Context: an optimization exercise on an open-source flow, tuned for small area and a short achievable clock period. The choices shown serve that exercise and are no tape-out recipe.
Where RTL was checked, it was by simulation tests only, not by an equivalence proof against the original.

==> 09-01: inputs <==
Design PE, start of the top module:
module PE(
    input clk, rst, i_vld, bias_add,
    input [31:0] in0, in1, in2, in3, in4, in5, in6, in7, bias_val,
    output [31:0] out_node
);
    reg v1, v2, v3, acc_vld;
    always @(posedge clk or posedge rst) begin
        if (rst) begin
            v1 <= 1'b0;
            v2 <= 1'b0;
            v3 <= 1'b0;
            acc_vld <= 1'b0;
        end else begin
            v1 <= i_vld;
            v2 <= v1;
            v3 <= v2;
            acc_vld <= bias_add | v3;
        end
    end
    wire [31:0] opa [0:3];
    wire [31:0] opb [0:3];
    assign opa[0] = in0; assign opb[0] = in1;
    assign opa[1] = in2; assign opb[1] = in3;
    assign opa[2] = in4; assign opb[2] = in5;
    assign opa[3] = in6; assign opb[3] = in7;
    wire [31:0] prod [0:3];
    genvar k;
    generate
        for (k = 0; k < 4; k = k + 1) begin : mul
            wire        sign_w;
            wire [9:0]  esum_w;
            wire [1:0]  cls_w;
            wire [23:0] ma_w, mb_w;
            fmul_pre u_pre (.a(opa[k]), .b(opb[k]), .sign(sign_w), .esum(esum_w),
                            .cls(cls_w), .ma(ma_w), .mb(mb_w));
            reg        a_sign;
            reg [9:0]  a_esum;
            reg [1:0]  a_cls;
            reg [23:0] a_ma, a_mb;
            always @(posedge clk) begin
                a_sign <= sign_w;
                a_esum <= esum_w;
                a_cls  <= cls_w;
                a_ma   <= ma_w;
                a_mb   <= mb_w;
            end
            wire [9:0]  enorm_w;
            wire [22:0] man_w;
            wire        rnd_w;
  ...
==> module fadd_lean, before the edit <==
module fadd_lean (
    input  [31:0] a,
    input  [31:0] b,
    output [31:0] res
);
    wire sa = a[31], sb = b[31];
    wire [7:0] ea = a[30:23], eb = b[30:23];
    wire [22:0] fa = a[22:0], fb = b[22:0];
    wire ha = |ea, hb = |eb;
    wire [23:0] ma = {ha, fa}, mb = {hb, fb};
    wire a_max = &ea, b_max = &eb;
    wire fa_z = ~|fa, fb_z = ~|fb;
    wire nan_a = a_max & ~fa_z, nan_b = b_max & ~fb_z;
    wire inf_a = a_max & fa_z, inf_b = b_max & fb_z;
    wire zero_a = ~ha & fa_z, zero_b = ~hb & fb_z;
    wire is_nan = nan_a | nan_b | (inf_a & inf_b & (sa ^ sb));
    wire is_inf = inf_a | inf_b;
    wire sub = sa ^ sb;
    wire [8:0] dab = {1'b0, ea} - {1'b0, eb};
    wire [7:0] dba = eb - ea;
    wire agtb = ~dab[8] & (|dab[7:0]);
    wire aeqb = ~|dab;
    wire a_big = agtb | (aeqb & (ma >= mb));
    wire [7:0] d = agtb ? dab[7:0] : dba;
    wire [23:0] big = a_big ? ma : mb;
    wire [23:0] smlu = a_big ? mb : ma;
    wire [23:0] sml = smlu >> d;
    wire [7:0] base = agtb ? ea : eb;
    wire sign = (sub & ~a_big) ? sb : sa;
    wire [24:0] sum = {1'b0, big} + {1'b0, sub ? ~sml : sml} + {24'd0, sub};
    wire [24:0] s = sub ? {1'b0, sum[23:0]} : sum;
    wire [4:0] lz;
    lzc24 u_lzc (.x(s[23:0]), .n(lz));
    wire [23:0] sh;
    lshift24 u_sh (.x(s[23:0]), .n(lz), .y(sh));
    wire zero = ~|s;
    wire [22:0] man = s[24] ? s[23:1] : sh[22:0];
    wire [7:0] exp = zero ? 8'd0 : s[24] ? base + 8'd1 : base - {3'd0, lz};
    assign res = is_nan ? 32'h7FC00000 :
                 is_inf ? {inf_a ? sa : sb, 8'hFF, 23'd0} :
                 (zero_a & zero_b) ? 32'd0 : {sign, exp, man};
endmodule
Settings: LEC_CHECK=0, CAP_MARGIN=20, CORE_MARGIN=2, CORE_UTILIZATION=70, SLEW_MARGIN=20, SYNTH_HIERARCHICAL=1; clock period 26.5 ns.
run.sh (not shown) runs the stock make flow with config.mk's settings and CLKGATE_MAP_FILE= SYNTH_SCRIPT=/design/flow/synth_recipe.tcl, a recipe that flattens the netlist after the stock synthesis.
==> 01-19 (differences from 09-01) <==
--- a/flow/design.v
+++ b/flow/design.v
@@ -1,108 +1,72 @@
-module lzc8 (
-    input  [7:0] x,
-    output [3:0] n       
-);
-    wire z_hi = ~|x[7:4];
-    wire [3:0] q = z_hi ? x[3:0] : x[7:4];
-    wire z2 = ~|q[3:2];
-    wire [1:0] r = z2 ? q[1:0] : q[3:2];
-    assign n = (~|x) ? 4'd8 : {1'b0, z_hi, z2, ~r[1]};
-endmodule
 module lzc24 (
     input  [23:0] x,
     output [4:0]  n
 );
-    wire [3:0] n2, n1, n0;
-    lzc8 u2 (.x(x[23:16]), .n(n2));
-    lzc8 u1 (.x(x[15:8]),  .n(n1));
-    lzc8 u0 (.x(x[7:0]),   .n(n0));
-    wire z2 = n2[3], z1 = n1[3];
-    assign n = ~z2 ? {2'b00, n2[2:0]} :
-               ~z1 ? {2'b01, n1[2:0]} :
-                     ({1'b1, n0} );
-endmodule
-module lshift24 (
-    input  [23:0] x,
-    input  [4:0]  n,
-    output [23:0] y
-);
-    wire [23:0] s4 = n[4] ? {x[7:0], 16'd0} : x;
-    wire [23:0] s3 = n[3] ? {s4[15:0], 8'd0} : s4;
-    wire [23:0] s2 = n[2] ? {s3[19:0], 4'd0} : s3;
-    wire [23:0] s1 = n[1] ? {s2[21:0], 2'd0} : s2;
-    assign y = n[0] ? {s1[22:0], 1'b0} : s1;
+    wire [31:0] v = {x, 8'hFF};
+    wire z16 = ~|v[31:16];
+    wire [15:0] u16 = z16 ? v[15:0] : v[31:16];
+    wire z8 = ~|u16[15:8];
+    wire [7:0] u8 = z8 ? u16[7:0] : u16[15:8];
+    wire z4 = ~|u8[7:4];
+    wire [3:0] u4 = z4 ? u8[3:0] : u8[7:4];
+    wire z2 = ~|u4[3:2];
+    wire [1:0] u2 = z2 ? u4[1:0] : u4[3:2];
+    wire z1 = ~u2[1];
+    assign n = {z16, z8, z4, z2, z1};
 endmodule
-module fadd_ctl (
+module fadd_s1 (
     input  [31:0] a,
     input  [31:0] b,
-    output [30:0] ctl
+    output        sub,         
+    output [23:0] big,         
+    output [23:0] sml,         
+    output        far_sign,
+    output [7:0]  base,        
+    output [23:0] near_res,    
+    output        near_sign,
+    output        use_near,
+    output [1:0]  spec,        
+    output        spec_sign    
 );
     wire sa = a[31], sb = b[31];
     wire [7:0] ea = a[30:23], eb = b[30:23];
     wire [22:0] fa = a[22:0], fb = b[22:0];
     wire ha = |ea, hb = |eb;
+    wire [23:0] ma = {ha, fa}, mb = {hb, fb};
     wire a_max = &ea, b_max = &eb;
     wire fa_z = ~|fa, fb_z = ~|fb;
     wire nan_a = a_max & ~fa_z, nan_b = b_max & ~fb_z;
     wire inf_a = a_max & fa_z, inf_b = b_max & fb_z;
     wire zero_a = ~ha & fa_z, zero_b = ~hb & fb_z;
     wire is_nan = nan_a | nan_b | (inf_a & inf_b & (sa ^ sb));
     wire is_inf = inf_a | inf_b;
-    wire [1:0] spec = is_nan ? 2'd1 : is_inf ? 2'd2 : (zero_a & zero_b) ? 2'd3 : 2'd0;
-    wire spec_sign = inf_a ? sa : sb;
+    assign spec = is_nan ? 2'd1 : is_inf ? 2'd2 : (zero_a & zero_b) ? 2'd3 : 2'd0;
+    assign spec_sign = inf_a ? sa : sb;
+    assign sub = sa ^ sb;
     wire [8:0] dab = {1'b0, ea} - {1'b0, eb};
     wire [7:0] dba = eb - ea;
     wire agtb = ~dab[8] & (|dab[7:0]);
-    wire [7:0] base = agtb ? ea : eb;
-    wire n_d1 = ea[0] ^ eb[0];
-    wire n_agtb = n_d1 & (ea[1] ^ eb[1] ^ ea[0]);
-    wire n_bgta = n_d1 & ~(ea[1] ^ eb[1] ^ ea[0]);
-    wire d_le1 = (dab == 9'h000) | (dab == 9'h001) | (dab == 9'h1FF);
-    wire use_near = ((sa ^ sb) & d_le1) | (~ha & ~hb);
-    assign ctl = {spec_sign, spec, use_near, n_bgta, n_agtb, base, agtb, dba, dab[7:0]};
-endmodule
-module fadd_s1 (
-    input  [31:0] a,
-    input  [31:0] b,
-    input  [30:0] ctl,
-    output        sub,         
-    output [23:0] big,         
-    output [23:0] sml,         
-    output        far_sign,
-    output [7:0]  base,        
-    output [23:0] near_res,    
-    output        near_sign,
-    output        use_near,
-    output [1:0]  spec,        
-    output        spec_sign    
-);
-    wire [7:0] dab = ctl[7:0];
-    wire [7:0] dba = ctl[15:8];
-    wire agtb = ctl[16];
-    assign base = ctl[24:17];
-    wire n_agtb = ctl[25];
-    wire n_bgta = ctl[26];
-    assign use_near = ctl[27];
-    assign spec = ctl[29:28];
-    assign spec_sign = ctl[30];
-    wire sa = a[31], sb = b[31];
-    wire [23:0] ma = {|a[30:23], a[22:0]};
-    wire [23:0] mb = {|b[30:23], b[22:0]};
-    assign sub = sa ^ sb;
-    wire [23:0] shb = mb >> dab;
-    wire [23:0] sha = ma >> dba;
+    wire [7:0] d = agtb ? dab[7:0] : dba;
     assign big = agtb ? ma : mb;
-    assign sml = agtb ? shb : sha;
+    wire [23:0] smlu = agtb ? mb : ma;
+    assign sml = smlu >> d;
+    assign base = agtb ? ea : eb;
     assign far_sign = sub ? (agtb ? sa : sb) : sa;
+    wire n_d1 = ea[0] ^ eb[0];
+    wire [1:0] dl = ea[1:0] - eb[1:0];
+    wire n_agtb = n_d1 & (dl == 2'd1);
+    wire n_bgta = n_d1 & ~(dl == 2'd1);
     wire [23:0] na = n_bgta ? {1'b0, ma[23:1]} : ma;
     wire [23:0] nb = n_agtb ? {1'b0, mb[23:1]} : mb;
     wire [24:0] x = {1'b0, na} + {1'b0, sub ? ~nb : nb} + {24'd0, sub};
     wire [23:0] y = nb - na;
     wire a_lt_b = sub & ~x[24];
     assign near_res = a_lt_b ? y : x[23:0];
     assign near_sign = a_lt_b ? sb : sa;
+    wire d_le1 = (dab == 9'h000) | (dab == 9'h001) | (dab == 9'h1FF);
+    assign use_near = (sub & d_le1) | (~ha & ~hb);
 endmodule
 module fadd_s2 (
     input         sub,
     input  [23:0] big,
     input  [23:0] sml,
@@ -119,12 +83,11 @@
     wire [24:0] fsum = sub ? {1'b0, fs[23:0]} : fs;
     wire [22:0] f_man = fsum[24] ? fsum[23:1] : fsum[23] ? fsum[22:0] : {fsum[21:0], 1'b0};
     wire [7:0]  f_exp = fsum[24] ? base + 8'd1 : fsum[23] ? base : base - 8'd1;
     wire [4:0] lz;
     lzc24 u_lzc (.x(near_res), .n(lz));
-    wire [23:0] n_sh;
-    lshift24 u_sh (.x(near_res), .n(lz), .y(n_sh));
+    wire [23:0] n_sh = near_res << lz;
     wire n_zero = ~|near_res;
     wire [22:0] n_man = n_sh[22:0];
     wire [7:0]  n_exp = n_zero ? 8'd0 : base - {3'd0, lz};
     wire [31:0] r = use_near ? {near_sign, n_exp, n_man} : {far_sign, f_exp, f_man};
     assign res = spec == 2'd1 ? 32'h7FC00000 :
@@ -138,78 +101,17 @@
 );
     wire sub, far_sign, near_sign, use_near, spec_sign;
     wire [23:0] big, sml, near_res;
     wire [7:0] base;
     wire [1:0] spec;
-    wire [30:0] ctl;
-    fadd_ctl c0 (.a(a), .b(b), .ctl(ctl));
-    fadd_s1 s1 (.a(a), .b(b), .ctl(ctl), .sub(sub), .big(big), .sml(sml), .far_sign(far_sign),
+    fadd_s1 s1 (.a(a), .b(b), .sub(sub), .big(big), .sml(sml), .far_sign(far_sign),
                 .base(base), .near_res(near_res), .near_sign(near_sign),
                 .use_near(use_near), .spec(spec), .spec_sign(spec_sign));
     fadd_s2 s2 (.sub(sub), .big(big), .sml(sml), .far_sign(far_sign), .base(base),
                 .near_res(near_res), .near_sign(near_sign), .use_near(use_near),
                 .spec(spec), .spec_sign(spec_sign), .res(res));
 endmodule
-module fadd_pc (
-    input  [31:0] a,
-    input  [31:0] b,
-    input  [30:0] ctl,
-    output [31:0] res
-);
-    wire sub, far_sign, near_sign, use_near, spec_sign;
-    wire [23:0] big, sml, near_res;
-    wire [7:0] base;
-    wire [1:0] spec;
-    fadd_s1 s1 (.a(a), .b(b), .ctl(ctl), .sub(sub), .big(big), .sml(sml), .far_sign(far_sign),
-                .base(base), .near_res(near_res), .near_sign(near_sign),
-                .use_near(use_near), .spec(spec), .spec_sign(spec_sign));
-    fadd_s2 s2 (.sub(sub), .big(big), .sml(sml), .far_sign(far_sign), .base(base),
-                .near_res(near_res), .near_sign(near_sign), .use_near(use_near),
-                .spec(spec), .spec_sign(spec_sign), .res(res));
-endmodule
-module fadd_lean (
-    input  [31:0] a,
-    input  [31:0] b,
-    output [31:0] res
-);
-    wire sa = a[31], sb = b[31];
-    wire [7:0] ea = a[30:23], eb = b[30:23];
-    wire [22:0] fa = a[22:0], fb = b[22:0];
-    wire ha = |ea, hb = |eb;
-    wire [23:0] ma = {ha, fa}, mb = {hb, fb};
-    wire a_max = &ea, b_max = &eb;
-    wire fa_z = ~|fa, fb_z = ~|fb;
-    wire nan_a = a_max & ~fa_z, nan_b = b_max & ~fb_z;
-    wire inf_a = a_max & fa_z, inf_b = b_max & fb_z;
-    wire zero_a = ~ha & fa_z, zero_b = ~hb & fb_z;
-    wire is_nan = nan_a | nan_b | (inf_a & inf_b & (sa ^ sb));
-    wire is_inf = inf_a | inf_b;
-    wire sub = sa ^ sb;
-    wire [8:0] dab = {1'b0, ea} - {1'b0, eb};
-    wire [7:0] dba = eb - ea;
-    wire agtb = ~dab[8] & (|dab[7:0]);
-    wire aeqb = ~|dab;
-    wire a_big = agtb | (aeqb & (ma >= mb));
-    wire [7:0] d = agtb ? dab[7:0] : dba;
-    wire [23:0] big = a_big ? ma : mb;
-    wire [23:0] smlu = a_big ? mb : ma;
-    wire [23:0] sml = smlu >> d;
-    wire [7:0] base = agtb ? ea : eb;
-    wire sign = (sub & ~a_big) ? sb : sa;
-    wire [24:0] sum = {1'b0, big} + {1'b0, sub ? ~sml : sml} + {24'd0, sub};
-    wire [24:0] s = sub ? {1'b0, sum[23:0]} : sum;
-    wire [4:0] lz;
-    lzc24 u_lzc (.x(s[23:0]), .n(lz));
-    wire [23:0] sh;
-    lshift24 u_sh (.x(s[23:0]), .n(lz), .y(sh));
-    wire zero = ~|s;
-    wire [22:0] man = s[24] ? s[23:1] : sh[22:0];
-    wire [7:0] exp = zero ? 8'd0 : s[24] ? base + 8'd1 : base - {3'd0, lz};
-    assign res = is_nan ? 32'h7FC00000 :
-                 is_inf ? {inf_a ? sa : sb, 8'hFF, 23'd0} :
-                 (zero_a & zero_b) ? 32'd0 : {sign, exp, man};
-endmodule
 module mul24 (
     input  [23:0] a,
     input  [23:0] b,
     output [47:0] p
 );
@@ -1932,44 +1834,43 @@
             wire [9:0]  enorm_w;
             wire [22:0] man_w;
             wire        rnd_w;
             fmul_core u_core (.esum(a_esum), .ma(a_ma), .mb(a_mb),
                               .enorm(enorm_w), .man_norm(man_w), .rnd(rnd_w));
-            fmul_post u_post (.sign(a_sign), .cls(a_cls), .enorm(enorm_w),
-                              .man_norm(man_w), .rnd(rnd_w), .res(prod[k]));
+            reg        b_sign;
+            reg [1:0]  b_cls;
+            reg [9:0]  b_enorm;
+            reg [22:0] b_man;
+            reg        b_rnd;
+            always @(posedge clk) begin
+                b_sign  <= a_sign;
+                b_cls   <= a_cls;
+                b_enorm <= enorm_w;
+                b_man   <= man_w;
+                b_rnd   <= rnd_w;
+            end
+            fmul_post u_post (.sign(b_sign), .cls(b_cls), .enorm(b_enorm),
+                              .man_norm(b_man), .rnd(b_rnd), .res(prod[k]));
         end
     endgenerate
-    reg [31:0] p0, p1, p2, p3;
-    always @(posedge clk) begin
-        p0 <= prod[0];
-        p1 <= prod[1];
-        p2 <= prod[2];
-        p3 <= prod[3];
-    end
     wire [31:0] s01_w, s23_w;
     reg  [31:0] s01, s23;
-    fadd add0 (.a(p0), .b(p1), .res(s01_w));
-    fadd add1 (.a(p2), .b(p3), .res(s23_w));
-    wire [30:0] ctl2_w;
-    reg  [30:0] ctl2;
-    fadd_ctl add2_ctl (.a(s01_w), .b(s23_w), .ctl(ctl2_w));
+    fadd add0 (.a(prod[0]), .b(prod[1]), .res(s01_w));
+    fadd add1 (.a(prod[2]), .b(prod[3]), .res(s23_w));
     always @(posedge clk) begin
-        s01  <= s01_w;
-        s23  <= s23_w;
-        ctl2 <= ctl2_w;
+        s01 <= s01_w;
+        s23 <= s23_w;
     end
     wire [31:0] tree;
-    fadd_pc add2 (.a(s01), .b(s23), .ctl(ctl2), .res(tree));
+    fadd add2 (.a(s01), .b(s23), .res(tree));
     reg  [31:0] acc_r;                       
     wire [31:0] acc_x = bias_add ? bias_val : tree;
     wire        h_sub, h_far_sign, h_near_sign, h_use_near, h_spec_sign;
     wire [23:0] h_big, h_sml, h_near_res;
     wire [7:0]  h_base;
     wire [1:0]  h_spec;
-    wire [30:0] h_ctl;
-    fadd_ctl acc_ctl (.a(acc_r), .b(acc_x), .ctl(h_ctl));
-    fadd_s1 acc_s1 (.a(acc_r), .b(acc_x), .ctl(h_ctl), .sub(h_sub), .big(h_big), .sml(h_sml),
+    fadd_s1 acc_s1 (.a(acc_r), .b(acc_x), .sub(h_sub), .big(h_big), .sml(h_sml),
                     .far_sign(h_far_sign), .base(h_base), .near_res(h_near_res),
                     .near_sign(h_near_sign), .use_near(h_use_near), .spec(h_spec),
                     .spec_sign(h_spec_sign));
     reg         q_sub, q_far_sign, q_near_sign, q_use_near, q_spec_sign;
     reg  [23:0] q_big, q_sml, q_near_res;
Settings changed: CORE_UTILIZATION 70 to 50.
==> 03-27 (differences from 09-01) <==
--- a/flow/design.v
+++ b/flow/design.v
@@ -164,52 +164,10 @@
                 .use_near(use_near), .spec(spec), .spec_sign(spec_sign));
     fadd_s2 s2 (.sub(sub), .big(big), .sml(sml), .far_sign(far_sign), .base(base),
                 .near_res(near_res), .near_sign(near_sign), .use_near(use_near),
                 .spec(spec), .spec_sign(spec_sign), .res(res));
 endmodule
-module fadd_lean (
-    input  [31:0] a,
-    input  [31:0] b,
-    output [31:0] res
-);
-    wire sa = a[31], sb = b[31];
-    wire [7:0] ea = a[30:23], eb = b[30:23];
-    wire [22:0] fa = a[22:0], fb = b[22:0];
-    wire ha = |ea, hb = |eb;
-    wire [23:0] ma = {ha, fa}, mb = {hb, fb};
-    wire a_max = &ea, b_max = &eb;
-    wire fa_z = ~|fa, fb_z = ~|fb;
-    wire nan_a = a_max & ~fa_z, nan_b = b_max & ~fb_z;
-    wire inf_a = a_max & fa_z, inf_b = b_max & fb_z;
-    wire zero_a = ~ha & fa_z, zero_b = ~hb & fb_z;
-    wire is_nan = nan_a | nan_b | (inf_a & inf_b & (sa ^ sb));
-    wire is_inf = inf_a | inf_b;
-    wire sub = sa ^ sb;
-    wire [8:0] dab = {1'b0, ea} - {1'b0, eb};
-    wire [7:0] dba = eb - ea;
-    wire agtb = ~dab[8] & (|dab[7:0]);
-    wire aeqb = ~|dab;
-    wire a_big = agtb | (aeqb & (ma >= mb));
-    wire [7:0] d = agtb ? dab[7:0] : dba;
-    wire [23:0] big = a_big ? ma : mb;
-    wire [23:0] smlu = a_big ? mb : ma;
-    wire [23:0] sml = smlu >> d;
-    wire [7:0] base = agtb ? ea : eb;
-    wire sign = (sub & ~a_big) ? sb : sa;
-    wire [24:0] sum = {1'b0, big} + {1'b0, sub ? ~sml : sml} + {24'd0, sub};
-    wire [24:0] s = sub ? {1'b0, sum[23:0]} : sum;
-    wire [4:0] lz;
-    lzc24 u_lzc (.x(s[23:0]), .n(lz));
-    wire [23:0] sh;
-    lshift24 u_sh (.x(s[23:0]), .n(lz), .y(sh));
-    wire zero = ~|s;
-    wire [22:0] man = s[24] ? s[23:1] : sh[22:0];
-    wire [7:0] exp = zero ? 8'd0 : s[24] ? base + 8'd1 : base - {3'd0, lz};
-    assign res = is_nan ? 32'h7FC00000 :
-                 is_inf ? {inf_a ? sa : sb, 8'hFF, 23'd0} :
-                 (zero_a & zero_b) ? 32'd0 : {sign, exp, man};
-endmodule
 module mul24 (
     input  [23:0] a,
     input  [23:0] b,
     output [47:0] p
 );
Settings changed: CORE_UTILIZATION 70 to 50.
==> impl_metrics.py <==
metrics = {
    "sta": {
        "period_needed_ns": 15.51,
    },
    "cts": {
        "cts_made_buffers": 73,
    },
    "global_routing": {
        "met2_usage_pct": 55.8,
        "grt_use_met3_pct": 6.08,
        "grt_antenna_before_repair": 12,
    },
    "placed_design": {
        "hpwlAfterDp_mm": 333,
    },
    "status": {
        "status": "no timing/DRC/antenna violations",
    },
    "die": {
        "initial_core_util_pct": 50.3,
    },
    "cells_and_area": {
        "inv_count": 809,
        "nonClkBufAreaFrac_pct": 4.28,
    },
}
-- figures above: 01-19

==> impl_metrics.py <==
metrics = {
    "global_routing": {
        "grt_antenna_before_repair": 23,
        "grt_use_met3_pct": 18.6,
        "met2_usage_pct": 71.5,
    },
    "sta": {
        "period_needed_ns": 12.07,
    },
    "logic_synthesis": {
        "syn_nets": 18300,
    },
    "die": {
        "initial_core_util_pct": 70.3,
    },
    "cells_and_area": {
        "inv_count": 829,
        "nonClkBufAreaFrac_pct": 3.70,
    },
    "status": {
        "status": "no timing/DRC/antenna violations",
    },
    "placed_design": {
        "hpwlAfterDp_mm": 354,
    },
    "cts": {
        "cts_made_buffers": 72,
    },
}
-- figures above: 09-01

==> impl_metrics.py <==
metrics = {
    "cells_and_area": {
        "nonClkBufAreaFrac_pct": 3.84,
        "inv_count": 829,
    },
    "die": {
        "tap_cells": 3533,
        "initial_core_util_pct": 50.3,
    },
    "global_routing": {
        "grt_use_met3_pct": 5.66,
        "met2_usage_pct": 50.5,
    },
    "status": {
        "status": "no timing/DRC/antenna violations",
    },
    "cts": {
        "cts_made_buffers": 82,
    },
    "placed_design": {
        "hpwlAfterDp_mm": 330,
    },
    "sta": {
        "period_needed_ns": 11.34,
    },
}
-- figures above: 03-27

The RTL of 09-01 was laid out without a check of its function.

==> what the ideal ports hide <==
No port has a modelled driver above. Below, the same layouts with a new extraction and two added sets of constraints. Step 1 (the two cells are an assumption about what drives the block):
set clk [get_ports {clk}]
set_driving_cell -lib_cell sky130_fd_sc_hd__clkbuf_16 $clk
set_driving_cell -lib_cell sky130_fd_sc_hd__buf_2 [delete_from_list [all_inputs] $clk]
Step 2 also shifts input and output timing later by t, the mid clock arrival at the registers, as if the neighbouring blocks saw the same clock. Three values: ideal ports, drivers, drivers and shift; two values: the first two.
| run | t (ns) | setup slack, ns | latest minus earliest clock arrival (ns) |
|---|---|---|---|
| 09-01 | 0.851 | 14.427 / 14.427 / 14.427 | 0.053 / 0.053 |
| 01-19 | 0.795 | 10.994 / 10.994 / 10.994 | 0.054 / 0.054 |
| 03-27 | 0.900 | 15.162 / 15.110 / 15.162 | 0.079 / 0.079 |
After both steps setup and hold are still met in every run listed.
